This design comes from an exercise in tuning for small area on the open sky130 flow, not from production work. Function was checked by simulation only, so behaviour that the tests miss may differ from the original. The flow treats the clock pin as an ideal source, which a real chip does not have. No activity file was given, so power comes from the tool's default toggle rates.

Design wordle, start of the top module:
module wordle(switch_input, clk, enter, SS1, SS2, SS3, SS4, LED1, LED2, LED3, LED4, LED5, LED6, LED7, LED8, LED9, LED0, reset, rst);
Size in the first run: roughly 700 cells after synthesis, about 98 flip-flops, roughly 52 I/O pins, ~5300 µm² of cells after synthesis.
Settings: LEC_CHECK=0, ABC_AREA=1, CAP_MARGIN=20, CORE_MARGIN=2, CORE_UTILIZATION=60, GPL_TIMING_DRIVEN=0, PLACE_DENSITY=0.75, SLEW_MARGIN=20; clock period 10.0 ns.
standard.sh (not shown) runs the stock make flow with config.mk's settings and CLKGATE_MAP_FILE= SYNTH_SCRIPT=/design/flow/synth_recipe.tcl, a recipe that flattens the netlist after the stock synthesis.
==> flow/flow/run.sh <==
#!/bin/bash
# Layout flow: the standard flow (standard.sh) with a few changes that only
# affect how the layout is made:
#  - synthesis maps the logic with area-driven ABC scripts (area.abc, best of several
#    seeds) instead of ORFS's delay-biased abc_area.script; everything else in synthesis is the standard flow's own
#    script (synth_recipe.tcl), so the registers and their names are unchanged;
#  - port buffers use sky130_fd_sc_hd__buf_1;
#  - CTS uses smaller clock buffers and inserts no dummy loads;
#  - no adder extraction before ABC;
set -euo pipefail
W=$PWD
# area.abc holds one ABC script per line; each line becomes a script file, abc runs
# with each and the smallest mapping is kept (abc_best.tcl)
scripts=""
n=0
while IFS= read -r line; do
  [[ -z "$line" ]] && continue
  n=$((n + 1))
  printf '%s\n' "$line" > $W/area_$n.abc
  scripts="$scripts $W/area_$n.abc"
done < flow/area.abc
{
  printf 'set ::abc_best_scripts {%s}\n' "$scripts"
  cat flow/abc_best.tcl
  # no half/full-adder extraction: abc maps that logic better than fixed adder cells
  printf 'proc extract_fa {args} {}\n'
  cat synth_recipe.tcl
} > $W/area_synth.tcl
CTS="-sink_clustering_enable -repair_clock_nets -dont_use_dummy_load -root_buf sky130_fd_sc_hd__clkbuf_4 -buf_list sky130_fd_sc_hd__clkbuf_8"
if [[ -f flow/cts_args ]]; then CTS=$(cat flow/cts_args); fi
sed -e "s#SYNTH_SCRIPT=[^ ]*#SYNTH_SCRIPT=$W/area_synth.tcl#" \
    -e "s#\"\${@:-finish}\"#BUFFER_PORTS_ARGS='-buffer_cell sky130_fd_sc_hd__buf_1' CTS_ARGS='$CTS' POST_CTS_TCL=$W/flow/post_cts.tcl \"\${@:-finish}\"#" \
    standard.sh > $W/area_standard.sh
bash $W/area_standard.sh > $W/flow.log 2>&1
Other scripts of this flow, unchanged in this note and not shown: flow/flow/abc_best.tcl, flow/flow/area.abc, flow/flow/post_cts.tcl
The starting point completed without violations.
Edit:
--- a/flow/design.v
+++ b/flow/design.v
@@ -151,55 +151,56 @@
 			endcase
 		end
 	end
 	always @(posedge clk) begin
 		if (rst) begin
 			state <= S0; next_state <= S0;
-			count <= 3'd0;
-			S <= 2'd0; cc <= 5'd0;
+			count <= 3'd0; rpd <= 1'b0;
+			P <= 7'd0; Bd <= 1'b0; Bdd <= 1'b0;
+			m1 <= 1'b0; m2 <= 1'b0; m3 <= 1'b0; m4 <= 1'b0;
+			S <= 2'd0; wm <= 2'd0; cc <= 5'd0;
 			fc <= 23'd0; slow_clk <= 1'b0;
 			enter_old <= 1'b0; reset_old <= 1'b0; B <= 1'b0;
 		end else begin
 			if (tc) begin
 				fc <= 23'd0;
 				slow_clk <= ~slow_clk;
 			end else
 				fc <= {fc[21:0], ~(fc[22] ^ fc[17])};
 			enter_old <= enter;
 			reset_old <= reset;
 			B <= ep & ~rp & ~B;
 			if (state == S0) cc <= cc_next;
-			if (rp) S <= 2'd0;
-			if (B & (state == S0))
-				case (switch_input)
-				10'b1000000000: S <= 2'd1;
-				10'b0100000000: S <= 2'd2;
-				10'b0010000000: S <= 2'd3;
+			if (rp) begin
+				m1 <= 1'b0; m2 <= 1'b0; m3 <= 1'b0; m4 <= 1'b0;
+				S <= 2'd0;
+			end
+			if (B) begin
+				case (state)
+				S0: begin
+					case (switch_input)
+					10'b1000000000: S <= 2'd1;
+					10'b0100000000: S <= 2'd2;
+					10'b0010000000: S <= 2'd3;
+					default: ;
+					endcase
+					if (S != 2'd0) wm <= S;
+				end
+				S1: begin P <= seg; m1 <= mnew; end
+				S2: begin P <= seg; m2 <= mnew; end
+				S3: begin P <= seg; m3 <= mnew; end
+				S4: begin P <= seg; m4 <= mnew; end
 				default: ;
 				endcase
+			end
 			next_state <= ns;
 			state <= next_state;
 			count <= nc;
-		end
-	end
-	always @(posedge clk) begin
-		rpd <= rp;
-		Bd <= B;
-		Bdd <= Bd;
-		if (rp) begin
-			m1 <= 1'b0; m2 <= 1'b0; m3 <= 1'b0; m4 <= 1'b0;
-		end
-		if (B) begin
-			case (state)
-			S0: if (S != 2'd0) wm <= S;
-			S1: begin P <= seg; m1 <= mnew; end
-			S2: begin P <= seg; m2 <= mnew; end
-			S3: begin P <= seg; m3 <= mnew; end
-			S4: begin P <= seg; m4 <= mnew; end
-			default: ;
-			endcase
+			rpd <= rp;
+			Bd <= B;
+			Bdd <= Bd;
 		end
 	end
 	wire st0 = (state == S0), st1 = (state == S1), st2 = (state == S2), st3 = (state == S3),
 	     st4 = (state == S4), st5 = (state == S5), st6 = (state == S6), st7 = (state == S7),
 	     st8 = state[3] & ~state[0], st9 = state[3] & state[0];
 	wire md_e = (switch_input == 10'b1000000000);
After rerunning: The new run finished clean; routed wire length climbs slightly; synthesized cell count is higher slightly; worst setup slack improves by 1.2 ns; first-iteration DRC count climbs by a quarter to a third; via count came out higher by a few percent; combinational power shrinks by a quarter to a third; total power drops by a few percent.

==> separate check: timing with driven ports <==
In the flow no input, the clock included, has a driving cell. The finished layouts below were timed again as built, in two steps.
Step 1 sets driving cells, clkbuf_16 on the clock port and buf_2 on the other inputs (assumed; they add their load-dependent delay and slew).
Step 2 also shifts input and output timing later by t, the mid clock arrival at the registers, as if the neighbouring blocks saw the same clock.
Three values: ideal, step 1, step 2; two values: the first two.
| run | t (ns) | slack for setup (ns) | worst setup path after step 2 | slew at the worst register clock pin (ns) | worst data-port slew with drivers (ns) |
|---|---|---|---|---|---|
| the first run | 0.470 | 3.442 / 3.442 / 3.442 | register to register | 0.10 / 0.10 | 0.03 |
| the second run | 0.579 | 4.606 / 4.616 / 4.037 | input to register | 0.10 / 0.10 | 0.03 |
After both steps every run listed still meets setup and hold. The setup slack of the second run, which loses most, moves by +0.010 ns with the drivers and by -0.569 ns with both steps.
